Background: an optimization exercise with open tools, aiming at small area, a short achievable clock period and few clock cycles. Do not read the settings as production practice.
At most, simulation tests tie the RTL to the original design; equivalence was not proved.
Function not checked in runs 1 and 2: the RTL went through the layout flow alone.
Power is estimated from default activity; no workload was simulated.

File: flow/flow/run.sh
#!/bin/bash
# Layout: the standard ORFS flow (standard.sh), with
#  - timing repair aimed well below the design's clock period (a setup-slack
#    margin), so that the period the layout achieves gets optimised;
set -euo pipefail
CTS="-sink_clustering_enable -repair_clock_nets -sink_clustering_size 20 -sink_clustering_max_diameter 100 -dont_use_dummy_load -buf_list {sky130_fd_sc_hd__clkbuf_8 sky130_fd_sc_hd__clkbuf_16}"
bash standard.sh SETUP_SLACK_MARGIN=18.5 TNS_END_PERCENT=0 "CTS_ARGS=$CTS" finish > standard_flow.log 2>&1
File: flow/standard.sh
#!/bin/bash
# synth_recipe.tcl (not shown) runs the flow's synth.tcl, then flattens the netlist and writes it again
# the make line also repeats each setting of config.mk as NAME=value (left out here)
make -C /OpenROAD-flow-scripts/flow DESIGN_CONFIG=/design/flow/config.mk WORK_HOME=/design/flow/orfs CLKGATE_MAP_FILE= SYNTH_SCRIPT=/design/flow/synth_recipe.tcl "${@:-finish}"
File: flow/config.mk
export PLATFORM = sky130hd
export DESIGN_NAME = single_cycle_risc
export DESIGN_NICKNAME = single_cycle_risc
export VERILOG_FILES = /design/flow/design.v
export SDC_FILE = /design/flow/constraint.sdc
export NUM_CORES = 8
export LEC_CHECK = 0
export CAP_MARGIN = 30
export CELL_PAD_IN_SITES_DETAIL_PLACEMENT = 1
export CELL_PAD_IN_SITES_GLOBAL_PLACEMENT = 2
export CORE_MARGIN = 2
export CORE_UTILIZATION = 30
export PLACE_DENSITY = 0.35
export SLEW_MARGIN = 30
File: flow/constraint.sdc
create_clock -name core_clock -period 25.0 [get_ports {clk}]
set_input_delay 5.0000 -clock core_clock [delete_from_list [all_inputs] [get_ports {clk}]]
set_output_delay 5.0000 -clock core_clock [all_outputs]
set_load 0.01 [all_outputs]
File: flow/design.v
module single_cycle_risc (
  input         clk,
  input         rst,
  output [31:0] imem_addr,
  input  [31:0] imem_data,
  output        wb_valid,
  output [4:0]  wb_rd,
  output [31:0] wb_data
);
reg [31:0] pc_f;
reg        v_x;          
reg [31:0] a_r, b_r;     
reg        fx1, fx2;     
reg [31:0] imm_r;        
reg [31:0] alt_r;        
reg [4:0]  rd_x;
reg [2:0]  f3_x;         
reg [2:0]  op_x;         
reg        x_load, x_store, x_branch, x_jalr, x_link, x_wr, x_use2, x_sub, x_sra, x_pt;
reg        wb_valid_r;
reg [4:0]  wb_rd_r;
reg [31:0] wb_data_r;
assign imem_addr = pc_f;
assign wb_valid  = wb_valid_r;
assign wb_rd     = wb_rd_r;
assign wb_data   = wb_data_r;
wire [31:0] ins = imem_data;
wire [4:0]  f_op  = ins[6:2];
wire [2:0]  f_f3  = ins[14:12];
wire [4:0]  f_rd  = ins[11:7];
wire [4:0]  f_rs1 = ins[19:15];
wire [4:0]  f_rs2 = ins[24:20];
wire f_load   = (f_op == 5'b00000);
wire f_store  = (f_op == 5'b01000);
wire f_branch = (f_op == 5'b11000);
wire f_jalr   = (f_op == 5'b11001);
wire f_jal    = (f_op == 5'b11011);
wire f_opimm  = (f_op == 5'b00100);
wire f_opr    = (f_op == 5'b01100);
wire f_auipc  = (f_op == 5'b00101);
wire f_lui    = (f_op == 5'b01101);
wire f_arith  = f_opimm | f_opr;
reg [1023:32] rf;
reg [31:0] rf1, rf2;
integer k;
always @* begin
  rf1 = 32'b0;
  rf2 = 32'b0;
  for (k = 1; k < 32; k = k + 1) begin
    rf1 = rf1 | ({32{f_rs1 == k}} & rf[32*k +: 32]);
    rf2 = rf2 | ({32{f_rs2 == k}} & rf[32*k +: 32]);
  end
end
wire        byp1 = wb_valid_r & (wb_rd_r == f_rs1);
wire        byp2 = wb_valid_r & (wb_rd_r == f_rs2);
wire [31:0] f_a  = f_lui ? 32'b0 : (f_auipc ? pc_f : (byp1 ? wb_data_r : rf1));
wire [31:0] f_b  = byp2 ? wb_data_r : rf2;
wire        f_immu = ins[4] & ins[2];                
wire        f_imms = ~ins[6] & ins[5] & ~ins[4];     
wire [31:0] f_imm  = {f_immu ? ins[31:12] : {20{ins[31]}},
                      f_immu ? 7'b0 : ins[31:25],
                      f_immu ? 5'b0 : (f_imms ? ins[11:7] : ins[24:20])};
wire [31:0] f_immb = {{19{ins[31]}}, ins[31], ins[7], ins[30:25], ins[11:8], 1'b0};
wire [31:0] f_immj = {{11{ins[31]}}, ins[31], ins[19:12], ins[20], ins[30:21], 1'b0};
wire [31:0] pc_seq = pc_f + 32'd4;
wire [31:0] f_tgtb = pc_f + f_immb;
wire [31:0] f_tgtj = pc_f + f_immj;
wire [31:0] f_tgt  = f_jal ? f_tgtj : f_tgtb;
wire        f_pt   = f_jal | (f_branch & ins[31]);
wire [31:0] rv1 = fx1 ? wb_data_r : a_r;
wire [31:0] rv2 = fx2 ? wb_data_r : b_r;
wire [31:0] opb = x_use2 ? rv2 : imm_r;
wire [32:0] sum = {1'b0, rv1} + {1'b0, opb ^ {32{x_sub}}} + {32'b0, x_sub};
wire        ltu = ~sum[32];
wire        lts = (rv1[31] ^ opb[31]) ? rv1[31] : sum[31];
wire        eq  = (rv1 == rv2);
wire        sh_left = ~op_x[2];
wire [31:0] sh_in;
wire [31:0] sh_out;
genvar g;
generate
  for (g = 0; g < 32; g = g + 1) begin : g_rev
    assign sh_in[g] = sh_left ? rv1[31-g] : rv1[g];
  end
endgenerate
wire [31:0] sh_r = $signed({x_sra & rv1[31], sh_in}) >>> opb[4:0];
generate
  for (g = 0; g < 32; g = g + 1) begin : g_rev2
    assign sh_out[g] = sh_left ? sh_r[31-g] : sh_r[g];
  end
endgenerate
reg [31:0] alu;
always @* begin
  case (op_x)
    3'b000: alu = sum[31:0];
    3'b001: alu = sh_out;
    3'b010: alu = {31'b0, lts};
    3'b011: alu = {31'b0, ltu};
    3'b100: alu = rv1 ^ opb;
    3'b101: alu = sh_out;
    3'b110: alu = rv1 | opb;
    default: alu = rv1 & opb;
  endcase
end
reg  [255:0] dm;
wire [4:0]  addr = rv1[4:0] + imm_r[4:0];
wire [2:0]  aw   = addr[4:2];
wire [1:0]  ao   = addr[1:0];
wire [2:0]  aw1  = aw + 3'd1;
wire [2:0] lane_w [0:3];
assign lane_w[0] = (ao == 2'd0) ? aw : aw1;
assign lane_w[1] = (ao <= 2'd1) ? aw : aw1;
assign lane_w[2] = (ao <= 2'd2) ? aw : aw1;
assign lane_w[3] = aw;
reg [7:0] lane_r [0:3];
integer w, j;
always @* begin
  for (j = 0; j < 4; j = j + 1) begin
    lane_r[j] = 8'b0;
    for (w = 0; w < 8; w = w + 1)
      lane_r[j] = lane_r[j] | ({8{lane_w[j] == w}} & dm[8*(w*4+j) +: 8]);
  end
end
wire [31:0] lanes = {lane_r[3], lane_r[2], lane_r[1], lane_r[0]};
reg  [31:0] mrd;    
always @* begin
  case (ao)
    2'd0: mrd = lanes;
    2'd1: mrd = {lanes[7:0],  lanes[31:8]};
    2'd2: mrd = {lanes[15:0], lanes[31:16]};
    default: mrd = {lanes[23:0], lanes[31:24]};
  endcase
end
wire        ld_sign = ~f3_x[2] & (f3_x[0] ? mrd[15] : mrd[7]);
wire [31:0] ld_val = {f3_x[1] ? mrd[31:16] : {16{ld_sign}},
                      (f3_x[1] | f3_x[0]) ? mrd[15:8] : {8{ld_sign}},
                      mrd[7:0]};
reg [31:0] st_data;
always @* begin
  case (ao)
    2'd0: st_data = rv2;
    2'd1: st_data = {rv2[23:0], rv2[31:24]};
    2'd2: st_data = {rv2[15:0], rv2[31:16]};
    default: st_data = {rv2[7:0], rv2[31:8]};
  endcase
end
wire [3:0] nb_mask = f3_x[1] ? 4'b1111 : (f3_x[0] ? 4'b0011 : 4'b0001);
wire [7:0] en_rot  = {nb_mask, nb_mask} << ao;
wire [3:0] lane_en = en_rot[7:4];
wire       st_en   = v_x & x_store;
integer sw, sj;
always @(posedge clk) begin
  for (sw = 0; sw < 8; sw = sw + 1)
    for (sj = 0; sj < 4; sj = sj + 1)
      if (st_en & lane_en[sj] & (lane_w[sj] == sw))
        dm[8*(sw*4+sj) +: 8] <= st_data[sj*8 +: 8];
end
wire        taken    = f3_x[2] ? ((f3_x[1] ? ltu : lts) ^ f3_x[0]) : (eq ^ f3_x[0]);
wire        redirect = v_x & (x_jalr | (x_branch & (taken ^ x_pt)));
wire [31:0] npc      = x_jalr ? {sum[31:1], 1'b0} : alt_r;
wire        rf_we    = v_x & x_wr;
wire [31:0] result = x_load ? ld_val : (x_link ? alt_r : alu);
always @(posedge clk) begin
  if (rst) begin
    pc_f       <= 32'b0;
    v_x        <= 1'b0;
    wb_valid_r <= 1'b0;
  end else begin
    pc_f       <= redirect ? npc : (f_pt ? f_tgt : pc_seq);
    v_x        <= ~redirect;
    wb_valid_r <= rf_we;
  end
  a_r      <= f_a;
  b_r      <= f_b;
  fx1      <= rf_we & (rd_x == f_rs1) & ~f_lui & ~f_auipc;
  fx2      <= rf_we & (rd_x == f_rs2);
  imm_r    <= f_imm;
  alt_r    <= (f_branch & ~ins[31]) ? f_tgtb : pc_seq;
  rd_x     <= f_rd;
  f3_x     <= f_f3;
  op_x     <= f_arith ? f_f3 : 3'b000;
  x_load   <= f_load;
  x_store  <= f_store;
  x_branch <= f_branch;
  x_jalr   <= f_jalr;
  x_link   <= f_jal | f_jalr;
  x_wr     <= (f_load | f_jalr | f_jal | f_arith | f_auipc | f_lui) & (f_rd != 5'd0);
  x_use2   <= f_opr | f_branch;
  x_sub    <= f_branch | (f_opr & ins[30] & (f_f3 == 3'b000)) | (f_arith & (f_f3[2:1] == 2'b01));
  x_sra    <= f_arith & ins[30] & (f_f3 == 3'b101);
  x_pt     <= f_branch & ins[31];
  wb_rd_r   <= rd_x;
  wb_data_r <= result;
end
integer wk;
always @(posedge clk) begin
  for (wk = 1; wk < 32; wk = wk + 1)
    if (wb_valid_r & (wb_rd_r == wk))
      rf[32*wk +: 32] <= wb_data_r;
end
endmodule
==> qor.yml, run 1 <==
critical_path:
  worst-endpoint-required_ns: 25.63
  crit_start: "imem_data[20]"
  setup.worst_path.start_class: "primary input"
  r2r_start: "fx1"
  critPathMaxFanout: 15
  cp-end-kind: "register"
  critPathArrivalTime_ns: 8.06
  timing.setup.critical_path_class: "in2reg"
route:
  via_count: 61850
  routed_wirelength_um: 443000
  drt_drc_violations_left: 0
  drt-pass1-iter-count: 6
  route.detailed.wl_per_inst_um: 46.79
  drt-vias-per-instance: 6.532
  detail_route.iter0.violations: 8406
  ant_nets: 0
layout:
  multi_input_comb_area_um2: 31460
  final_cell_area_um2: 85870
  finish.net_count: 6444
  layout.area.seq_um2: 41980
  areaGrowthSynthToFinish_pct: 17.67
  fillerInstances: 25420
  layout.core_utilization: 0.3540
  mostFrequentLayoutCells: "sky130_fd_sc_hd__edfxtp_1, sky130_fd_sc_hd__a22oi_1, sky130_fd_sc_hd__nand2_1"
  layout_commonest_cell: "sky130_fd_sc_hd__edfxtp_1"
  fraction_of_layout_instances_using_a_drive_strength_above_1: 0.1749
  finish.cell_count_without_fillers: 9468
global_route:
  number_of_global_route_vias_before_repair: 60590
  grt_pass1_wl_um: 581200
  grt_antenna_before_repair: 36
  grt_max_degree: 69
  grt-ovfl-total: 0
  track_usage: 0.3458
yosys:
  synth_enable_flop_cells: 1248
  avg_cell_area_syn_um2: 12.06
  netlist_instances: 6050
  yosys_warnings: 2
  ys_seq_elements: 1470
  portion_of_the_post_synthesis_area_used_by_sequential_elements: 0.5745
  synth.cell_area_um2: 72970
  postSynth.topFlopCell: "sky130_fd_sc_hd__edfxtp_1"
  synth_cell_types: 92
  synthArstFlopShare: 0
placement:
  dp_slack_ns: 15.36
  port-buffer-count: 101
  dpl.hpwl_um: 284400
  postPlaceCellArea_um2: 79960
  gp_routability_congestion: 0.9211
  placed_cells: 9235
power:
  power.leakage_nw: 28.51
  power.share.clock: 0.219
  power.density_nw_per_um2: 81.27
  netSwitchingFraction: 0.3821
  internal-power_mw: 4.312
  max-vdd-ir-drop_mv: 0.09350
  sw_pwr_mw: 2.667
  power.total_mw: 6.979
  share_comb_of_total_power: 0.332
  seq_power_share: 0.449
timing:
  finalSetupViolations: 0
  setup_slack_ns: 17.57
  layout_worst_path_cycle_share: 0.2970
  grt_setup_unrepaired: "true"
  max_slew_margin_vs_limit: 0.2701
  hold_viol_final: 0
  clock-skew-final_ns: 0.1239
  final.setup.tns_ns: 0
  max_slew.worst_pin.slew_ns: 1.095
  holdWs_ns: 0.4041
  timing_max_transition_violations_final: 0
  fmax_ghz: 0.1347
  min_tclk_post_route_ns: 7.425
cts:
  tritoncts_num_sinks: 1470
  worstSkewPairLatency_ns: 0.79
  reg_clk_slew_reported_paths_ns: 0.08
  cts_tree: "yes"
  cts_made_buffers: 93
  cts.hold.buffers_added: 0
  cts.root.buffer_cell: "sky130_fd_sc_hd__clkbuf_16"
  clock_path_buffers: 3
  htree_num_levels: 3
floorplan:
  io-pin-count: 104
  start_util: 0.3009
  die_height_um: 497.2
  die_ar_um2: 247200
  core_area_um2: 242500
  num_rows: 181
  die_w_um: 497.2
job:
  maxCapViolCount: 0
min_path:
  hold_path_startpoint: "rd_x[2]"
  worst_hold_check_path_type: "reg2reg"
outcome:
  outcome: "complete, no violations"
[cells by family (layout without fill, tap and decap cells)]
| kind of cell | after synthesis | after routing | share of synthesized area |
|---|---|---|---|
| AO/OA/AOI/OAI | 1946 | 1946 | 0.1985 |
| flip-flops | 1470 | 1470 | 0.5745 |
| AND/OR/NAND/NOR | 1421 | 1421 | 0.09151 |
| buffers and inverters | 561 | 766 | 0.02958 |
| multiplexers | 311 | 311 | 0.05658 |
| XOR/XNOR | 188 | 188 | 0.02277 |
| adder cells (fa/ha/maj) | 153 | 153 | 0.02664 |
| other | 0 | 11 | 0 |
[worst max-delay path, stage by stage]
cell and delay, ns:
sky130_fd_sc_hd__dlygate4sd2_1 0.30, sky130_fd_sc_hd__buf_12 0.17, sky130_fd_sc_hd__or3b_2 0.57, sky130_fd_sc_hd__nor2_4 0.42
sky130_fd_sc_hd__buf_8 0.37, sky130_fd_sc_hd__buf_6 0.33, sky130_fd_sc_hd__a221oi_2 0.15, sky130_fd_sc_hd__nand3_1 0.16
sky130_fd_sc_hd__nor3_4 0.09, sky130_fd_sc_hd__a21oi_1 0.43
[final cells by class]
cell class / count / share of cell area
clock buffer: 93 / 0.02710
sequential: 1470 / 0.4888
tap: 3202 / 0.04666
multi-input combinational: 4019 / 0.3664
timing repair buffer: 543 / 0.06499
inverter: 130 / 0.005755
antenna: 11 / 0.0003206
[what timing repair did]
item	in CTS	in global routing
pin swaps	73	57
endpoints found under the setup margin	228	219
buffers inserted	92	26
resized for setup	471	122
gates cloned	6	2
[state kept, by name (all words and copies together) (netlist names), 3 cells and up]
register / cells
b_r: 32
rf: 992
pc_f: 32
rd_x: 5
dm: 256
a_r: 32
wb_rd_r: 5
imm_r: 32
op_x: 3
wb_data_r: 32
alt_r: 32
f3_x: 3
[power by group through the flow]
stage / sequential, mW / combinational (mW) / clock [mW]
2_1_floorplan: 3.24 / 0.970 / 0
3_3_place_gp: 3.18 / 2.20 / 0
3_5_place_dp: 3.18 / 2.21 / 0
4_1_cts: 3.13 / 2.28 / 1.55
5_1_grt: 3.14 / 2.42 / 1.62
6_report: 3.14 / 2.32 / 1.53
[layer usage]
| layer | GRT usage | part of all wire | routed length [um] |
|---|---|---|---|
| met3 | 0.05518 | 0.076 | 33660 |
| met5 | 0 | 0.00065 | 286 |
| met4 | 0.1524 | 0.053 | 23350 |
| met2 | 0.5611 | 0.46 | 205200 |
| met1 | 0.4546 | 0.41 | 180500 |
[worst paths after layout]
path                        end  slack [ns]  cells after the start
setup reg to reg  wb_data_r[27]       17.96                     20
hold / removal       wb_rd_r[2]        0.40                      0
hold reg to reg      wb_rd_r[2]        0.40                      0
setup / recovery        b_r[18]       17.57                     10
[Yosys cell counts (97+ instances only)]
cell	n	area, um^2
sky130_fd_sc_hd__a21oi_1	247	1236
sky130_fd_sc_hd__a221oi_1	254	2225
sky130_fd_sc_hd__a22o_1	231	2023
sky130_fd_sc_hd__a22oi_1	483	3626
sky130_fd_sc_hd__clkbuf_1	360	1351
sky130_fd_sc_hd__dfxtp_1	222	4444
sky130_fd_sc_hd__edfxtp_1	1248	37480
sky130_fd_sc_hd__ha_1	149	1864
sky130_fd_sc_hd__inv_1	119	446.7
sky130_fd_sc_hd__mux2i_1	185	1852
sky130_fd_sc_hd__nand2_1	417	1565
sky130_fd_sc_hd__nand3_1	150	750.7
sky130_fd_sc_hd__nand4_1	168	1051
sky130_fd_sc_hd__nor2_1	394	1479
sky130_fd_sc_hd__o21ai_0	171	855.8
sky130_fd_sc_hd__o22ai_1	97	606.8
sky130_fd_sc_hd__xnor2_1	123	1077
==> run 2: changes to the inputs <==
--- a/flow/design.v
+++ b/flow/design.v
@@ -1 +1,49 @@
+module aoi222 (
+  input  a0, b0, a1, b1, a2, b2,
+  output y
+);
+  assign y = ~((a0 & b0) | (a1 & b1) | (a2 & b2));
+endmodule
+module nand4x (
+  input  a, b, c, d,
+  output y
+);
+  assign y = ~(a & b & c & d);
+endmodule
+module nand3x (
+  input  a, b, c,
+  output y
+);
+  assign y = ~(a & b & c);
+endmodule
+module sel33 (
+  input  [32:0] s,
+  input  [32:0] d,
+  output        y
+);
+  wire [10:0] n;
+  genvar g;
+  generate
+    for (g = 0; g < 11; g = g + 1) begin : grp
+      aoi222 u (.a0(s[3*g]), .b0(d[3*g]), .a1(s[3*g+1]), .b1(d[3*g+1]),
+                .a2(s[3*g+2]), .b2(d[3*g+2]), .y(n[g]));
+    end
+  endgenerate
+  wire o0, o1, o2;
+  nand4x q0 (.a(n[0]), .b(n[1]), .c(n[2]),  .d(n[3]), .y(o0));
+  nand4x q1 (.a(n[4]), .b(n[5]), .c(n[6]),  .d(n[7]), .y(o1));
+  nand3x q2 (.a(n[8]), .b(n[9]), .c(n[10]), .y(o2));
+  assign y = o0 | o1 | o2;
+endmodule
+module sel8 (
+  input  [7:0] s,
+  input  [7:0] d,
+  output       y
+);
+  wire [2:0] n;
+  aoi222 u0 (.a0(s[0]), .b0(d[0]), .a1(s[1]), .b1(d[1]), .a2(s[2]), .b2(d[2]), .y(n[0]));
+  aoi222 u1 (.a0(s[3]), .b0(d[3]), .a1(s[4]), .b1(d[4]), .a2(s[5]), .b2(d[5]), .y(n[1]));
+  aoi222 u2 (.a0(s[6]), .b0(d[6]), .a1(s[7]), .b1(d[7]), .a2(1'b0), .b2(1'b0), .y(n[2]));
+  nand3x q (.a(n[0]), .b(n[1]), .c(n[2]), .y(y));
+endmodule
 module single_cycle_risc (
@@ -43,16 +91,32 @@
 reg [1023:32] rf;
-reg [31:0] rf1, rf2;
-integer k;
-always @* begin
-  rf1 = 32'b0;
-  rf2 = 32'b0;
-  for (k = 1; k < 32; k = k + 1) begin
-    rf1 = rf1 | ({32{f_rs1 == k}} & rf[32*k +: 32]);
-    rf2 = rf2 | ({32{f_rs2 == k}} & rf[32*k +: 32]);
-  end
-end
 wire        byp1 = wb_valid_r & (wb_rd_r == f_rs1);
 wire        byp2 = wb_valid_r & (wb_rd_r == f_rs2);
-wire [31:0] f_a  = f_lui ? 32'b0 : (f_auipc ? pc_f : (byp1 ? wb_data_r : rf1));
-wire [31:0] f_b  = byp2 ? wb_data_r : rf2;
+wire        blk1 = byp1 | f_lui | f_auipc;
+wire [32:0] s1, s2;
+genvar r;
+generate
+  for (r = 1; r < 32; r = r + 1) begin : g_sel
+    assign s1[r] = (f_rs1 == r) & ~blk1;
+    assign s2[r] = (f_rs2 == r) & ~byp2;
+  end
+endgenerate
+assign s1[0]  = byp1 & ~f_lui & ~f_auipc;
+assign s1[32] = f_auipc;
+assign s2[0]  = byp2;
+assign s2[32] = 1'b0;
+wire [31:0] f_a, f_b;
+generate
+  for (r = 0; r < 32; r = r + 1) begin : g_rd
+    wire [32:0] d1 = {pc_f[r], rf[32*31+r], rf[32*30+r], rf[32*29+r], rf[32*28+r],
+                      rf[32*27+r], rf[32*26+r], rf[32*25+r], rf[32*24+r], rf[32*23+r],
+                      rf[32*22+r], rf[32*21+r], rf[32*20+r], rf[32*19+r], rf[32*18+r],
+                      rf[32*17+r], rf[32*16+r], rf[32*15+r], rf[32*14+r], rf[32*13+r],
+                      rf[32*12+r], rf[32*11+r], rf[32*10+r], rf[32*9+r],  rf[32*8+r],
+                      rf[32*7+r],  rf[32*6+r],  rf[32*5+r],  rf[32*4+r],  rf[32*3+r],
+                      rf[32*2+r],  rf[32*1+r],  wb_data_r[r]};
+    wire [32:0] d2 = {1'b0, d1[31:0]};
+    sel33 u1 (.s(s1), .d(d1), .y(f_a[r]));
+    sel33 u2 (.s(s2), .d(d2), .y(f_b[r]));
+  end
+endgenerate
 wire        f_immu = ins[4] & ins[2];                
@@ -114,11 +178,11 @@
 assign lane_w[3] = aw;
-reg [7:0] lane_r [0:3];
-integer w, j;
-always @* begin
-  for (j = 0; j < 4; j = j + 1) begin
-    lane_r[j] = 8'b0;
-    for (w = 0; w < 8; w = w + 1)
-      lane_r[j] = lane_r[j] | ({8{lane_w[j] == w}} & dm[8*(w*4+j) +: 8]);
-  end
-end
+wire [7:0] lane_r [0:3];
+generate
+  for (r = 0; r < 32; r = r + 1) begin : g_dm
+    wire [7:0] ws = 8'b1 << lane_w[r/8];
+    wire [7:0] wd = {dm[8*(28+r/8)+r%8], dm[8*(24+r/8)+r%8], dm[8*(20+r/8)+r%8], dm[8*(16+r/8)+r%8],
+                     dm[8*(12+r/8)+r%8], dm[8*(8+r/8)+r%8],  dm[8*(4+r/8)+r%8],  dm[8*(r/8)+r%8]};
+    sel8 u (.s(ws), .d(wd), .y(lane_r[r/8][r%8]));
+  end
+endgenerate
 wire [31:0] lanes = {lane_r[3], lane_r[2], lane_r[1], lane_r[0]};
--- a/flow/config.mk
+++ b/flow/config.mk
@@ -14 +14,2 @@
 export SLEW_MARGIN = 30
+export SYNTH_HIERARCHICAL = 1
==> run 2 against run 1 <==
Sequential power about the same. Critical endpoint is now b_r[31]. Wire length down 15%. Still clean. Global-route usage fell by 4.0 points. Fmax shrank 1.3%. Area after synthesis is 3.2% lower. First-iteration DRC count grew 0.94%. Final cell count fell by 5.7%. Final area decreased by 4.0%. Non-clock buffer count is 90 lower. Core utilization decreased by 0.30 points.
==> qor.yml, run 2 <==
min_path:
  hold_path_startpoint: "rd_x[3]"
  min_delay_path_depth: 0  # unchanged
  worst_hold_check_path_type: "reg2reg"
route:
  detail_route.iter0.violations: 8485  # +0.94%
  ant_nets: 0  # unchanged
  routed_wirelength_um: 375900  # -15%
  drt-vias-per-instance: 6.256  # -4.2%
  route.detailed.wl_per_inst_um: 42.10  # -10%
  drt-pass1-iter-count: 7  # +1
  via_count: 55870  # -9.7%
  drt_drc_violations_left: 0  # unchanged
layout:
  multi_input_comb_area_um2: 28810  # -8.4%
  finish.cell_count_without_fillers: 8930  # -5.7%
  registers.top_by_ff_count: "rf"
  largest_reg_flops: 992  # unchanged
  finish.net_count: 5929  # -8.0%
  layout.area.seq_um2: 41980  # about the same
  mostFrequentLayoutCells: "sky130_fd_sc_hd__edfxtp_1, sky130_fd_sc_hd__a222oi_1, sky130_fd_sc_hd__a21oi_1"
  final_cell_area_um2: 82390  # -4.0%
  largestRegisters: "rf (992), dm (256)"
  fraction_of_layout_instances_using_a_drive_strength_above_1: 0.1646  # -0.01027
  fillerInstances: 24750  # -2.6%
  areaGrowthSynthToFinish_pct: 16.65
  layout_commonest_cell: "sky130_fd_sc_hd__edfxtp_1"
yosys:
  synth.cell_area_um2: 70640  # -3.2%
  yosys_warnings: 7  # +5
  synth_enable_flop_cells: 1248  # unchanged
  post_synth_mux_area_share: 0.05610  # -0.0004827
  netlist.top_cell.by_area: "sky130_fd_sc_hd__edfxtp_1"
  synth_compound_area_frac: 0.1892  # -0.009283
  portion_of_the_post_synthesis_area_used_by_sequential_elements: 0.5935  # +0.01902
  ys_seq_elements: 1470  # unchanged
  synth_xor_xnor_area_share: 0.02443  # +0.001657
  postSynth.topFlopCell: "sky130_fd_sc_hd__edfxtp_1"
  synth_area_leaders: "sky130_fd_sc_hd__edfxtp_1, sky130_fd_sc_hd__a222oi_1, sky130_fd_sc_hd__dfxtp_1"
  top_area_cell_type_share_of_the_netlist_area: 0.5306  # +0.01700
  synth_cell_types: 92  # unchanged
  synth_top_cells_by_count: "sky130_fd_sc_hd__edfxtp_1, sky130_fd_sc_hd__a222oi_1, sky130_fd_sc_hd__nor2_1"
  avg_cell_area_syn_um2: 13.14  # +9.0%
  netlist_instances: 5374  # -11%
  yosys.area_share.simple: 0.08125  # -0.01026
  synthArstFlopShare: 0  # unchanged
  dominant_combinational_cell_family_by_area_after_synthesis: "compound AO/OA/AOI/OAI gates"
  adder_cell_share_of_the_synthesized_area: 0.02753  # +0.0008821
  yosysMostFrequentCell: "sky130_fd_sc_hd__edfxtp_1"
global_route:
  grt_antenna_before_repair: 35  # -2.8%
  grt-ovfl-total: 0  # unchanged
  track_usage: 0.3061  # -0.03971
  number_of_global_route_vias_before_repair: 55040  # -9.2%
  grt_max_degree: 80  # +16%
  grt_pass1_wl_um: 499300  # -14%
cts:
  cts_tree: "yes"
  tritoncts_num_sinks: 1470  # unchanged
  cts_made_buffers: 93  # unchanged
  reg_clk_slew_reported_paths_ns: 0.09  # about the same
  cts.hold.buffers_added: 0  # unchanged
  htree_num_levels: 3  # unchanged
  cts.root.buffer_cell: "sky130_fd_sc_hd__clkbuf_16"
  clock_path_buffers: 3  # unchanged
  worstSkewPairLatency_ns: 0.80  # about the same
floorplan:
  io-pin-count: 104  # unchanged
  num_rows: 178  # -1.7%
  die_ar_um2: 239300  # -3.2%
  start_util: 0.3009  # about the same
  core_area_um2: 234700  # -3.2%
  die_height_um: 489.2  # -1.6%
  die_w_um: 489.2  # -1.6%
power:
  sw_pwr_mw: 2.513  # -5.8%
  netSwitchingFraction: 0.3700  # -0.01214
  power.leakage_nw: 27.26  # -4.4%
  power.total_mw: 6.792  # -2.7%
  power.density_nw_per_um2: 82.44  # +1.4%
  internal-power_mw: 4.279  # -0.76%
  power.share.clock: 0.222  # +0.003
  seq_power_share: 0.458  # +0.009
  max-vdd-ir-drop_mv: 0.05951  # -36%
  share_comb_of_total_power: 0.320  # -0.012
critical_path:
  setup.worst_path.start_class: "primary input"
  timing.reg2reg.setup_slack_ns: 17.79  # -0.17 ns
  cp-end-kind: "register"
  r2r.worst_path.cells: 22  # +10%
  critPathArrivalTime_ns: 8.16  # +0.10 ns
  crit_start: "imem_data[22]"
  critPathMaxFanout: 16  # +1
  r2r_start: "fx1"
  timing.setup.critical_path_class: "in2reg"
  worst-endpoint-required_ns: 25.63  # about the same
timing:
  min_tclk_post_route_ns: 7.527  # +0.1014 ns
  layout_worst_path_cycle_share: 0.3011  # +0.004056
  grt_setup_unrepaired: "true"
  fmax_ghz: 0.1329  # -1.3%
  finalSetupViolations: 0  # unchanged
  max_slew.worst_pin.slew_ns: 1.105  # +0.01030 ns
  max_slew_margin_vs_limit: 0.2583  # -0.01186
  final.setup.tns_ns: 0  # unchanged
  timing_max_transition_violations_final: 0  # unchanged
  clock-skew-final_ns: 0.1462  # +0.02237 ns
  hold_viol_final: 0  # unchanged
job:
  maxCapViolCount: 0  # unchanged
placement:
  placed_cells: 8711  # -5.7%
  port-buffer-count: 101  # unchanged
  postPlaceCellArea_um2: 77440  # -3.2%
  dpl.hpwl_um: 248700  # -13%
  gp_routability_congestion: 0.8772  # -4.8%
outcome:
  outcome: "complete, no violations"
-- run 2: cell count changes after synthesis, moves of 36 or more --
| cell | change |
|---|---|
| sky130_fd_sc_hd__a21oi_1 | +36 |
| sky130_fd_sc_hd__nand3b_1 | -41 |
| sky130_fd_sc_hd__buf_4 | +69 |
| sky130_fd_sc_hd__a222oi_1 | +730 |
| sky130_fd_sc_hd__a22oi_1 | -475 |
| sky130_fd_sc_hd__a221oi_1 | -229 |
| sky130_fd_sc_hd__a22o_1 | -229 |
| sky130_fd_sc_hd__or3_1 | +61 |
| sky130_fd_sc_hd__o22ai_1 | -84 |
| sky130_fd_sc_hd__nand2_1 | -172 |
| sky130_fd_sc_hd__nor3_1 | -50 |
| sky130_fd_sc_hd__clkbuf_1 | -213 |
-- run 2: through the flow --
step | worst slack [ns] | util | hold slack [ns]
2_1_floorplan | 17.39 | - | 0.3640
3_3_place_gp | 15.00 | 0.3297 | 0.4011
3_5_place_dp | 15.04 | 0.3299 | 0.4011
4_1_cts | 17.69 | 0.3503 | 0.3575
5_1_grt | 17.52 | 0.3509 | 0.3576
6_report | 17.47 | 0.3510 | 0.3673
-- run 2: kinds of logic after synthesis --
logic type / count (synthesis)
XOR/XNOR: 197
other: 33
AO/OA/AOI/OAI: 1631
AND/OR/NAND/NOR: 1195
adder cells (fa/ha/maj): 153
buffers and inverters: 400
multiplexers: 295
flip-flops: 1470
-- run 2: worst paths after layout --
path,to
min reg2reg,wb_rd_r[3]
max,b_r[31]
min,wb_rd_r[3]
max reg2reg,wb_data_r[29]
-- run 2: final cells by class --
| type | instances | area share |
|---|---|---|
| clock buffers | 93 | 0.02825 |
| repair buffers | 453 | 0.05763 |
| well taps | 3150 | 0.04783 |
| multi-input cells | 3599 | 0.3496 |
| flip-flops and latches | 1470 | 0.5095 |
| diodes | 40 | 0.001215 |
| inverters | 125 | 0.005892 |
-- run 2: metal layers --
layer	GRT usage	vias up	routed length, um
met4	0.1273	4	17270
li1	-	23410	-
met5	0	-	20
met2	0.5048	2269	177800
met1	0.4112	29810	159500
met3	0.02929	380	21350
-- run 2: timing repair --
| item | in CTS | in global routing |
|---|---|---|
| pin swaps | 92 | 3 |
| setup buffers | 69 | 1 |
| setup endpoints to repair | 228 | 229 |
| resized for setup | 395 | 11 |
| gates cloned | 15 | 0 |
-- run 2: power by group through the flow --
stage          Sequential, mW  Combinational [mW]  Clock (mW)
6_report                 3.11                2.18        1.50
5_1_grt                  3.11                2.28        1.61
4_1_cts                  3.11                2.17        1.54
2_1_floorplan            3.23               0.925           0
3_3_place_gp             3.17                2.10           0
3_5_place_dp             3.17                2.12           0
-- run 2: per-module statistics from Yosys (local to each module, per instance) --
| module | cells | cell area [um^2] |
|---|---|---|
| nand4x | 1 | 6.256 |
| single_cycle_risc | 4254 | 60830 |
| aoi222 | 1 | 10.01 |
| sel33 | 1 | 6.256 |
| sel8 | 1 | 3.754 |
| nand3x | 1 | 5.005 |
-- run 2: worst max-delay path, cell delays in order --
cell,delay (ns)
sky130_fd_sc_hd__buf_6,0.10
sky130_fd_sc_hd__buf_12,0.14
sky130_fd_sc_hd__xor2_1,0.16
sky130_fd_sc_hd__nor4_1,0.29
sky130_fd_sc_hd__and3_4,0.25
sky130_fd_sc_hd__buf_12,0.10
sky130_fd_sc_hd__nand3b_1,0.18
sky130_fd_sc_hd__buf_4,0.19
sky130_fd_sc_hd__nor2_4,0.07
sky130_fd_sc_hd__bufbuf_16,0.34
sky130_fd_sc_hd__a222oi_1,0.42
sky130_fd_sc_hd__nand3_2,0.45
sky130_fd_sc_hd__or3_1,0.46
==> run 3: changes to the inputs <==
--- a/flow/design.v
+++ b/flow/design.v
@@ -91,5 +91,5 @@
 reg [1023:32] rf;
+wire [31:0] wdec = {31'b0, wb_valid_r} << wb_rd_r;
 wire        byp1 = wb_valid_r & (wb_rd_r == f_rs1);
 wire        byp2 = wb_valid_r & (wb_rd_r == f_rs2);
-wire        blk1 = byp1 | f_lui | f_auipc;
 wire [32:0] s1, s2;
@@ -98,4 +98,4 @@
   for (r = 1; r < 32; r = r + 1) begin : g_sel
-    assign s1[r] = (f_rs1 == r) & ~blk1;
-    assign s2[r] = (f_rs2 == r) & ~byp2;
+    assign s1[r] = (f_rs1 == r) & ~wdec[r] & ~f_lui & ~f_auipc;
+    assign s2[r] = (f_rs2 == r) & ~wdec[r];
   end
@@ -169,11 +169,14 @@
 reg  [255:0] dm;
-wire [4:0]  addr = rv1[4:0] + imm_r[4:0];
+wire [4:0]  addr_a = a_r[4:0] + imm_r[4:0];
+wire [4:0]  addr_w = wb_data_r[4:0] + imm_r[4:0];
+wire [4:0]  addr = fx1 ? addr_w : addr_a;
 wire [2:0]  aw   = addr[4:2];
 wire [1:0]  ao   = addr[1:0];
-wire [2:0]  aw1  = aw + 3'd1;
-wire [2:0] lane_w [0:3];
-assign lane_w[0] = (ao == 2'd0) ? aw : aw1;
-assign lane_w[1] = (ao <= 2'd1) ? aw : aw1;
-assign lane_w[2] = (ao <= 2'd2) ? aw : aw1;
-assign lane_w[3] = aw;
+wire [7:0] ws0 = 8'b1 << aw;
+wire [7:0] ws1 = {ws0[6:0], ws0[7]};
+wire [7:0] lane_s [0:3];
+assign lane_s[0] = (ao == 2'd0) ? ws0 : ws1;
+assign lane_s[1] = (ao <= 2'd1) ? ws0 : ws1;
+assign lane_s[2] = (ao <= 2'd2) ? ws0 : ws1;
+assign lane_s[3] = ws0;
 wire [7:0] lane_r [0:3];
@@ -181,6 +184,5 @@
   for (r = 0; r < 32; r = r + 1) begin : g_dm
-    wire [7:0] ws = 8'b1 << lane_w[r/8];
     wire [7:0] wd = {dm[8*(28+r/8)+r%8], dm[8*(24+r/8)+r%8], dm[8*(20+r/8)+r%8], dm[8*(16+r/8)+r%8],
                      dm[8*(12+r/8)+r%8], dm[8*(8+r/8)+r%8],  dm[8*(4+r/8)+r%8],  dm[8*(r/8)+r%8]};
-    sel8 u (.s(ws), .d(wd), .y(lane_r[r/8][r%8]));
+    sel8 u (.s(lane_s[r/8]), .d(wd), .y(lane_r[r/8][r%8]));
   end
@@ -218,3 +220,3 @@
     for (sj = 0; sj < 4; sj = sj + 1)
-      if (st_en & lane_en[sj] & (lane_w[sj] == sw))
+      if (st_en & lane_en[sj] & lane_s[sj][sw])
         dm[8*(sw*4+sj) +: 8] <= st_data[sj*8 +: 8];
==> flow/flow/run.sh (replaced) <==
#!/bin/bash
# Layout: the standard ORFS flow (standard.sh), with
#  - timing repair aimed well below the design's clock period (a setup-slack
#    margin), so that the period the layout achieves gets optimised;
#  - port buffers of a stronger cell than the default delay buffer;
set -euo pipefail
CTS="-sink_clustering_enable -repair_clock_nets -sink_clustering_size 20 -sink_clustering_max_diameter 100 -dont_use_dummy_load -buf_list {sky130_fd_sc_hd__clkbuf_8 sky130_fd_sc_hd__clkbuf_16}"
bash standard.sh SETUP_SLACK_MARGIN=${MARGIN:-18.6} TNS_END_PERCENT=${TNS:-100} \
  "BUFFER_PORTS_ARGS=-buffer_cell sky130_fd_sc_hd__buf_4" "CTS_ARGS=$CTS" finish > standard_flow.log 2>&1
==> run 3 against run 2 <==
Sequential share of layout area down 2.2 points. Power up 6.2%. Synthesized cell count down 1.6%. Setup slack better by 0.45 ns. Wire length up 7.6%. Global-route usage up 2.6 points. Clock-buffer cell count up 1. Critical path depth unchanged. Core utilization up 2.2 points. Critical endpoint is now alt_r[30]. Largest power group unchanged.
==> qor.yml, run 3 <==
power:
  sw_pwr_mw: 2.692  # +7.1%
  power.total_mw: 7.213  # +6.2%
  share_comb_of_total_power: 0.359  # +0.039
  netSwitchingFraction: 0.3732  # +0.003236
  power.leakage_nw: 29.28  # +7.4%
  max-vdd-ir-drop_mv: 0.07109  # +19%
  internal-power_mw: 4.521  # +5.7%
  power.density_nw_per_um2: 83.42  # +1.2%
  power.share.clock: 0.211  # -0.011
  seq_power_share: 0.430  # -0.028
critical_path:
  r2r_start: "fx2"
  cp-end-kind: "register"
  timing.setup.critical_path_class: "in2reg"
  r2r.worst_path.cells: 17  # -23%
  setup.worst_path.start_class: "primary input"
  r2r-end: "pc_f[30]"
  worst-endpoint-required_ns: 25.56  # -0.07 ns
  critPathMaxFanout: 3  # -13
  critPathArrivalTime_ns: 7.64  # -0.52 ns
  timing.reg2reg.setup_slack_ns: 18.56  # +0.77 ns
cts:
  cts.hold.buffers_added: 0  # unchanged
  cts.root.buffer_cell: "sky130_fd_sc_hd__clkbuf_16"
  cts_tree: "yes"
  cts_made_buffers: 94  # +1.1%
  tritoncts_num_sinks: 1470  # unchanged
  htree_num_levels: 3  # unchanged
  clock_path_buffers: 3  # unchanged
  worstSkewPairLatency_ns: 0.79  # about the same
  reg_clk_slew_reported_paths_ns: 0.08  # about the same
layout:
  areaGrowthSynthToFinish_pct: 23.92
  multi_input_comb_area_um2: 29390  # +2.0%
  registers.top_by_ff_count: "rf"
  largestRegisters: "rf (992), dm (256)"
  finish.net_count: 6098  # +2.9%
  fraction_of_layout_instances_using_a_drive_strength_above_1: 0.2467  # +0.08203
  layout.core_utilization: 0.3729  # +0.02190
  mostFrequentLayoutCells: "sky130_fd_sc_hd__edfxtp_1, sky130_fd_sc_hd__a222oi_1, sky130_fd_sc_hd__buf_4"
  fillerInstances: 23900  # -3.5%
  layout.area.seq_um2: 42110  # +0.31%
  layout_commonest_cell: "sky130_fd_sc_hd__edfxtp_1"
  largest_reg_flops: 992  # unchanged
yosys:
  yosysMostFrequentCell: "sky130_fd_sc_hd__edfxtp_1"
  portion_of_the_post_synthesis_area_used_by_sequential_elements: 0.6008  # +0.007333
  netlist.top_cell.by_area: "sky130_fd_sc_hd__edfxtp_1"
  ys_seq_elements: 1470  # unchanged
  netlist_instances: 5286  # -1.6%
  top_area_cell_type_share_of_the_netlist_area: 0.5371  # +0.006555
  synthArstFlopShare: 0  # unchanged
  synth.cell_area_um2: 69770  # -1.2%
  synth_area_leaders: "sky130_fd_sc_hd__edfxtp_1, sky130_fd_sc_hd__a222oi_1, sky130_fd_sc_hd__dfxtp_1"
  synth_cell_types: 90  # -2.2%
  synth_enable_flop_cells: 1248  # unchanged
  avg_cell_area_syn_um2: 13.20  # +0.42%
  yosys_warnings: 7  # unchanged
  postSynth.topFlopCell: "sky130_fd_sc_hd__edfxtp_1"
  synth_top_cells_by_count: "sky130_fd_sc_hd__edfxtp_1, sky130_fd_sc_hd__a222oi_1, sky130_fd_sc_hd__nor2_1"
route:
  routed_wirelength_um: 404700  # +7.6%
  via_count: 57650  # +3.2%
  ant_nets: 0  # unchanged
  drt-pass1-iter-count: 10  # +3
  route.detailed.wl_per_inst_um: 45.00  # +6.9%
  drt_drc_violations_left: 0  # unchanged
  detail_route.iter0.violations: 9822  # +16%
  drt-vias-per-instance: 6.412  # +2.5%
min_path:
  hold_path_startpoint: "rd_x[2]"
  worst_hold_check_path_type: "reg2reg"
  min_delay_path_depth: 0  # unchanged
  holdPathEnd: "wb_rd_r[2]"
timing:
  layout_worst_path_cycle_share: 0.2832  # -0.01789
  finalSetupViolations: 0  # unchanged
  max_slew.worst_pin.slew_ns: 1.062  # -0.04262 ns
  max_slew_margin_vs_limit: 0.2714  # +0.01314
  final.setup.tns_ns: 0  # unchanged
  fmax_ghz: 0.1412  # +6.3%
  grt_setup_unrepaired: "true"
  min_tclk_post_route_ns: 7.080  # -0.4472 ns
  timing_max_transition_violations_final: 0  # unchanged
  clock-skew-final_ns: 0.1370  # -0.009266 ns
  hold_viol_final: 0  # unchanged
global_route:
  grt_antenna_before_repair: 49  # +40%
  grt-ovfl-total: 0  # unchanged
  track_usage: 0.3323  # +0.02625
  grt_max_degree: 76  # -5.0%
  number_of_global_route_vias_before_repair: 55710  # +1.2%
  grt_pass1_wl_um: 531000  # +6.4%
job:
  maxCapViolCount: 0  # unchanged
floorplan:
  die_w_um: 486.3  # -0.61%
  die_height_um: 486.3  # -0.61%
  start_util: 0.3009  # about the same
  core_area_um2: 231900  # -1.2%
  die_ar_um2: 236400  # -1.2%
  io-pin-count: 104  # unchanged
  num_rows: 177  # -0.56%
placement:
  port-buffer-count: 101  # unchanged
  gp_routability_congestion: 0.9072  # +3.4%
  dpl.hpwl_um: 250600  # +0.74%
outcome:
  outcome: "complete, no violations"
## run 3: changes by cell type in the layout (fill, tap and decap cells not counted), moves of 57 or more
cell and delta:
sky130_fd_sc_hd__clkdlybuf4s50_1 -71, sky130_fd_sc_hd__a21oi_1 -57, sky130_fd_sc_hd__nor2_4 -60, sky130_fd_sc_hd__buf_12 +59
sky130_fd_sc_hd__buf_4 +177, sky130_fd_sc_hd__buf_6 +57
## run 3: Yosys stat by module, one instance, submodules excluded
module,cells inside,copies in the design
nand3x,1,96
sel33,1,64
aoi222,1,800
nand4x,1,128
sel8,1,32
single_cycle_risc,4166,1
## run 3: kinds of logic (layout without fill, tap and decap cells)
kind of cell | Yosys count | after routing | share of synthesized area
mux | 288 | 288 | 0.05028
compound gates | 1595 | 1595 | 0.1884
xor+xnor | 197 | 197 | 0.02473
flops | 1470 | 1470 | 0.6008
fa+ha+maj | 147 | 147 | 0.02679
simple gates | 1171 | 1172 | 0.08220
buf+inv | 385 | 918 | 0.02502
other cells | 33 | 162 | 0.001775
## run 3: final cells by class
cell class,count,share of cell area
Antenna cell,34,0.0009840
Clock buffer,94,0.02720
Inverter,121,0.006034
Multi-Input combinational cell,3527,0.3399
Sequential cell,1470,0.4871
Tap cell,3043,0.04403
Timing Repair Buffer,703,0.09483
## run 3: worst max-delay path, cell delays in order
cell and delay (ns):
sky130_fd_sc_hd__buf_12 0.12, sky130_fd_sc_hd__ha_4 0.25, sky130_fd_sc_hd__a211oi_4 0.24, sky130_fd_sc_hd__o211ai_1 0.22, sky130_fd_sc_hd__a32o_2 0.37, sky130_fd_sc_hd__o311ai_4 0.38
sky130_fd_sc_hd__buf_6 0.18, sky130_fd_sc_hd__nand3_2 0.06, sky130_fd_sc_hd__nand2_2 0.12, sky130_fd_sc_hd__o21ai_2 0.08, sky130_fd_sc_hd__xor2_2 0.20, sky130_fd_sc_hd__nor2_2 0.08
sky130_fd_sc_hd__a21oi_4 0.32
## run 3: worst max path at each step
stage	start	endpoint	slack (ns)	depth (start not counted)
after CTS	imem_data[9]	alt_r[30]	17.97	13
after global routing	imem_data[31]	alt_r[30]	17.89	12
after global placement	imem_data[4]	a_r[4]	16.10	11
after detailed placement	imem_data[22]	pc_f[28]	16.20	13
final	imem_data[27]	alt_r[30]	17.92	13
after floorplan	imem_data[4]	a_r[0]	16.38	8
## run 3: what timing repair did
action | CTS | global route
setup buffers | 250 | 49
endpoints found under the hold margin | 0 | 0
pin swaps | 302 | 184
resized for setup | 699 | 122
gates cloned | 44 | 1
setup endpoints to repair | 211 | 140
## run 3: per-layer routing
layer | vias to the layer above | global-route usage | share of wire
li1 | 23640 | - | -
met1 | 30920 | 0.4536 | 0.42
met2 | 2606 | 0.5286 | 0.46
met3 | 475 | 0.03791 | 0.064
met4 | 8 | 0.1526 | 0.055
met5 | - | 0 | 0.00012
## run 3: through the flow
stage / std cells / setup slack [ns] / area, um^2 / hold WS, ns
floorplan: 5381 / 16.38 / 70720 / 0.3638
detailed placement: 8518 / 16.20 / 76580 / 0.3912
global route: 8979 / 17.89 / 86430 / 0.4188
CTS: 8906 / 17.97 / 85300 / 0.4069
finish: 8992 / 17.92 / 86470 / 0.4036
global placement: 8518 / 16.10 / 76510 / 0.4009
## run 3: power groups by stage
stage	clock network, mW	registers [mW]	logic, mW
final	1.52	3.10	2.59
after global routing	1.62	3.11	2.66
after CTS	1.55	3.10	2.52
after detailed placement	0	3.20	1.93
after global placement	0	3.20	1.91
after floorplan	0	3.21	0.840
Testbench counts of run 3, summed over its fixed seeds: cycles 32,822.
==> run 4: changes to the inputs <==
--- a/flow/flow/run.sh
+++ b/flow/flow/run.sh
@@ -7,3 +7,3 @@
 CTS="-sink_clustering_enable -repair_clock_nets -sink_clustering_size 20 -sink_clustering_max_diameter 100 -dont_use_dummy_load -buf_list {sky130_fd_sc_hd__clkbuf_8 sky130_fd_sc_hd__clkbuf_16}"
-bash standard.sh SETUP_SLACK_MARGIN=${MARGIN:-18.6} TNS_END_PERCENT=${TNS:-100} \
+bash standard.sh SETUP_SLACK_MARGIN=${MARGIN:-18.5} TNS_END_PERCENT=${TNS:-0} \
   "BUFFER_PORTS_ARGS=-buffer_cell sky130_fd_sc_hd__buf_4" "CTS_ARGS=$CTS" finish > standard_flow.log 2>&1
==> run 4 against run 3 <==
Clock power about the same. Setup slack got worse by 0.14 ns. Synthesized cell count unchanged. Clock-buffer cell count decreased by 2. Sequential cell count unchanged. Power decreased by 8.1%. Combinational power decreased by 24%. Largest cell class unchanged. Largest power group unchanged. Highest routed layer unchanged.
==> qor.yml, run 4 <==
outcome:
  outcome: "complete, no violations"
critical_path:
  r2r.worst_path.cells: 24  # +7
  worst-path-stages: 10  # -3
  cp-end-kind: "register"
  cp_cell_sequence: "buf_16, clkinvlp_4, buf_4, buf_4, nand3_1, nor3_2, buf_4, a222oi_1, nand4_1, or3_1"
  crit_top_cell: "sky130_fd_sc_hd__buf_4"
  setup.worst_path.start_class: "primary input"
  critical_path.n_buffers_inverters: 5  # +3
  critical_path.top_delay_family: "simple AND/OR/NAND/NOR gates"
  critPathMaxFanout: 32  # +29
  worst-endpoint-required_ns: 25.54  # -0.02 ns
  cpMaxStageDelayCell: "sky130_fd_sc_hd__or3_1"
  critical_path.max_stage_delay_ns: 0.63  # +0.25 ns
  timing.setup.critical_path_class: "in2reg"
  critPathArrivalTime_ns: 7.76  # +0.12 ns
global_route:
  grt_antenna_before_repair: 55  # +12%
  grt_pass1_wl_um: 491600  # -7.4%
  track_usage: 0.3032  # -0.02912
  number_of_global_route_vias_before_repair: 53600  # -3.8%
  grt_max_degree: 81  # +6.6%
  grt-ovfl-total: 0  # unchanged
layout:
  fillerInstances: 24330  # +1.8%
  layout_commonest_cell: "sky130_fd_sc_hd__edfxtp_1"
  fraction_of_layout_instances_using_a_drive_strength_above_1: 0.1721  # -0.07459
  mostFrequentLayoutCells: "sky130_fd_sc_hd__edfxtp_1, sky130_fd_sc_hd__a222oi_1, sky130_fd_sc_hd__buf_4"
  finish.net_count: 5791  # -5.0%
  registers.top_by_ff_count: "rf"
  areaGrowthSynthToFinish_pct: 15.15
  largestRegisters: "rf (992), dm (256)"
  largest_reg_flops: 992  # unchanged
  final_cell_area_um2: 80350  # -7.1%
timing:
  layout_worst_path_cycle_share: 0.2890  # +0.005776
  final.setup.tns_ns: 0  # unchanged
  min_tclk_post_route_ns: 7.224  # +0.1444 ns
  grt_setup_unrepaired: "true"
  fmax_ghz: 0.1384  # -2.0%
  max_slew_margin_vs_limit: 0.2620  # -0.009450
  hold_viol_final: 0  # unchanged
  finalSetupViolations: 0  # unchanged
  timing_max_transition_violations_final: 0  # unchanged
  holdWs_ns: 0.4190  # +0.01544 ns
  clock-skew-final_ns: 0.1485  # +0.01151 ns
  max_slew.worst_pin.slew_ns: 1.102  # +0.03943 ns
yosys:
  synth_enable_flop_cells: 1248  # unchanged
  synth_cell_types: 90  # unchanged
  synth_top_cells_by_count: "sky130_fd_sc_hd__edfxtp_1, sky130_fd_sc_hd__a222oi_1, sky130_fd_sc_hd__nor2_1"
  synthArstFlopShare: 0  # unchanged
  netlist_instances: 5286  # unchanged
  top_area_cell_type_share_of_the_netlist_area: 0.5371  # unchanged
  avg_cell_area_syn_um2: 13.20  # unchanged
  portion_of_the_post_synthesis_area_used_by_sequential_elements: 0.6008  # unchanged
  synth_area_leaders: "sky130_fd_sc_hd__edfxtp_1, sky130_fd_sc_hd__a222oi_1, sky130_fd_sc_hd__dfxtp_1"
  postSynth.topFlopCell: "sky130_fd_sc_hd__edfxtp_1"
  yosysMostFrequentCell: "sky130_fd_sc_hd__edfxtp_1"
  yosys_warnings: 7  # unchanged
  netlist.top_cell.by_area: "sky130_fd_sc_hd__edfxtp_1"
  synth.cell_area_um2: 69770  # unchanged
  ys_seq_elements: 1470  # unchanged
placement:
  dpl.hpwl_um: 248900  # -0.67%
  postPlaceCellArea_um2: 76130  # -0.60%
  port-buffer-count: 101  # unchanged
  gp_routability_congestion: 0.8953  # -1.3%
route:
  routed_wirelength_um: 370100  # -8.5%
  drt_drc_violations_left: 0  # unchanged
  detail_route.iter0.violations: 8347  # -15%
  drt-pass1-iter-count: 11  # +1
  via_count: 55130  # -4.4%
  drt-vias-per-instance: 6.314  # -1.5%
  route.detailed.wl_per_inst_um: 42.39  # -5.8%
  ant_nets: 0  # unchanged
floorplan:
  start_util: 0.3009  # unchanged
  core_area_um2: 231900  # unchanged
  die_height_um: 486.3  # unchanged
  io-pin-count: 104  # unchanged
  die_ar_um2: 236400  # unchanged
  die_w_um: 486.3  # unchanged
  num_rows: 177  # unchanged
min_path:
  min_delay_path_depth: 0  # unchanged
  worst_hold_check_path_type: "reg2reg"
cts:
  cts.root.buffer_cell: "sky130_fd_sc_hd__clkbuf_16"
  cts_made_buffers: 92  # -2.1%
  clock_path_buffers: 3  # unchanged
  tritoncts_num_sinks: 1470  # unchanged
  htree_num_levels: 3  # unchanged
  cts_tree: "yes"
  worstSkewPairLatency_ns: 0.80  # about the same
  reg_clk_slew_reported_paths_ns: 0.09  # about the same
job:
  maxCapViolCount: 0  # unchanged
power:
  internal-power_mw: 4.199  # -7.1%
  sw_pwr_mw: 2.432  # -9.6%
  max-vdd-ir-drop_mv: 0.06960  # -2.1%
  share_comb_of_total_power: 0.298  # -0.061
  power.leakage_nw: 26.48  # -9.6%
  power.share.clock: 0.225  # +0.014
  power.density_nw_per_um2: 82.54  # -1.1%
  netSwitchingFraction: 0.3668  # -0.006451
  seq_power_share: 0.476  # +0.046
## run 4: cell count changes in the layout (fill, tap and decap cells not counted), sizes merged
cell | previous run | this run
buf | 679 | 397
inv | 112 | 116
clkbuf | 96 | 92
clkinvlp | 6 | 2
bufbuf | 22 | 1
diode | 34 | 81
## run 4: Yosys stat by module, one instance, submodules excluded
| module | cells | cell area (um^2) |
|---|---|---|
| nand4x | 1 | 6.256 |
| sel33 | 1 | 6.256 |
| aoi222 | 1 | 10.01 |
| nand3x | 1 | 5.005 |
| single_cycle_risc | 4166 | 59960 |
| sel8 | 1 | 3.754 |
## run 4: kinds of logic (layout without fill, tap and decap cells)
| family | count (synthesis) | count (layout) | synth area share |
|---|---|---|---|
| AO/OA/AOI/OAI | 1595 | 1595 | 0.1884 |
| flip-flops | 1470 | 1470 | 0.6008 |
| AND/OR/NAND/NOR | 1171 | 1172 | 0.08220 |
| buffers and inverters | 385 | 611 | 0.02502 |
| multiplexers | 288 | 288 | 0.05028 |
| XOR/XNOR | 197 | 197 | 0.02473 |
| adder cells (fa/ha/maj) | 147 | 147 | 0.02679 |
| other | 33 | 209 | 0.001775 |
## run 4: routing by layer
layer | vias to the layer above | wire length (um) | GRT usage
met2 | 2326 | 175800 | 0.5012
met1 | 29360 | 156300 | 0.4112
li1 | 23070 | - | -
met3 | 360 | 24750 | 0.03620
met5 | - | 104 | 0
met4 | 16 | 13120 | 0.1018
## run 4: per-stage QoR
| stage | instances | worst slack (ns) | power (mW) | util |
|---|---|---|---|---|
| after global placement | 8519 | 15.95 | 5.107 | 0.3280 |
| final | 8732 | 17.78 | 6.632 | 0.3465 |
| after floorplan | 5381 | 16.38 | 4.040 | - |
| after CTS | 8639 | 17.97 | 6.651 | 0.3441 |
| after global routing | 8716 | 17.81 | 6.832 | 0.3463 |
| after detailed placement | 8519 | 15.89 | 5.129 | 0.3283 |
## run 4: worst paths after layout
kind            startpoint  slack (ns)            end
min                rd_x[1]        0.42     wb_rd_r[1]
max          imem_data[22]       17.78         b_r[9]
min reg2reg        rd_x[1]        0.42     wb_rd_r[1]
max reg2reg            fx1       18.14  wb_data_r[30]
## run 4: cell type report
| cell class | instances | area [um^2] | area share |
|---|---|---|---|
| Sequential cell | 1470 | 41990 | 0.5226 |
| Multi-Input combinational cell | 3527 | 28280 | 0.3520 |
| Tap cell | 3043 | 3807 | 0.04739 |
| Timing Repair Buffer | 398 | 3303 | 0.04111 |
| Clock buffer | 92 | 2302 | 0.02865 |
| Inverter | 121 | 464.2 | 0.005777 |
| Antenna cell | 81 | 202.7 | 0.002523 |
## run 4: timing repair
item                                    CTS  global route
pin swaps                                64            21
endpoints found under the setup margin  205           200
hold buffers                              0             0
gates resized for setup                 242            48
buffers inserted                         26             9
cloned                                    2             0
## run 4: power by group through the flow
| stage | Combinational, mW | Sequential, mW | Clock, mW |
|---|---|---|---|
| 2_1_floorplan | 0.829 | 3.21 | 0 |
| 3_3_place_gp | 1.90 | 3.21 | 0 |
| 3_5_place_dp | 1.92 | 3.21 | 0 |
| 4_1_cts | 1.96 | 3.16 | 1.54 |
| 5_1_grt | 2.07 | 3.16 | 1.60 |
| 6_report | 1.98 | 3.16 | 1.49 |

-- separate check: timing with driven ports --
How much do the figures lean on ideal ports? The routed layouts below were timed once more, with nothing changed but the port constraints.
Step 1 (the two cells are an assumption about what drives the block):
set clk [get_ports {clk}]
set_driving_cell -lib_cell sky130_fd_sc_hd__clkbuf_16 $clk
set_driving_cell -lib_cell sky130_fd_sc_hd__buf_2 [delete_from_list [all_inputs] $clk]
Step 2 also shifts input and output timing later by t, the mid clock arrival at the registers, as if the neighbouring blocks saw the same clock.
Slacks: ideal ports / drivers / drivers and shift; pairs: ideal ports / drivers.
run | t, ns | slack for setup (ns) | worst register clock-pin slew, ns
run 1 | 0.834 | 17.574 / 17.651 / 16.818 | 0.10 / 0.10
run 2 | 0.831 | 17.473 / 17.538 / 16.707 | 0.09 / 0.09
run 3 | 0.824 | 17.920 / 17.965 / 17.141 | 0.09 / 0.09
run 4 | 0.818 | 17.776 / 17.785 / 16.967 | 0.09 / 0.09
After both steps setup and hold are still met in every run listed. The setup slack of run 4, which loses most, moves by +0.009 ns with the drivers and by -0.809 ns with both steps.
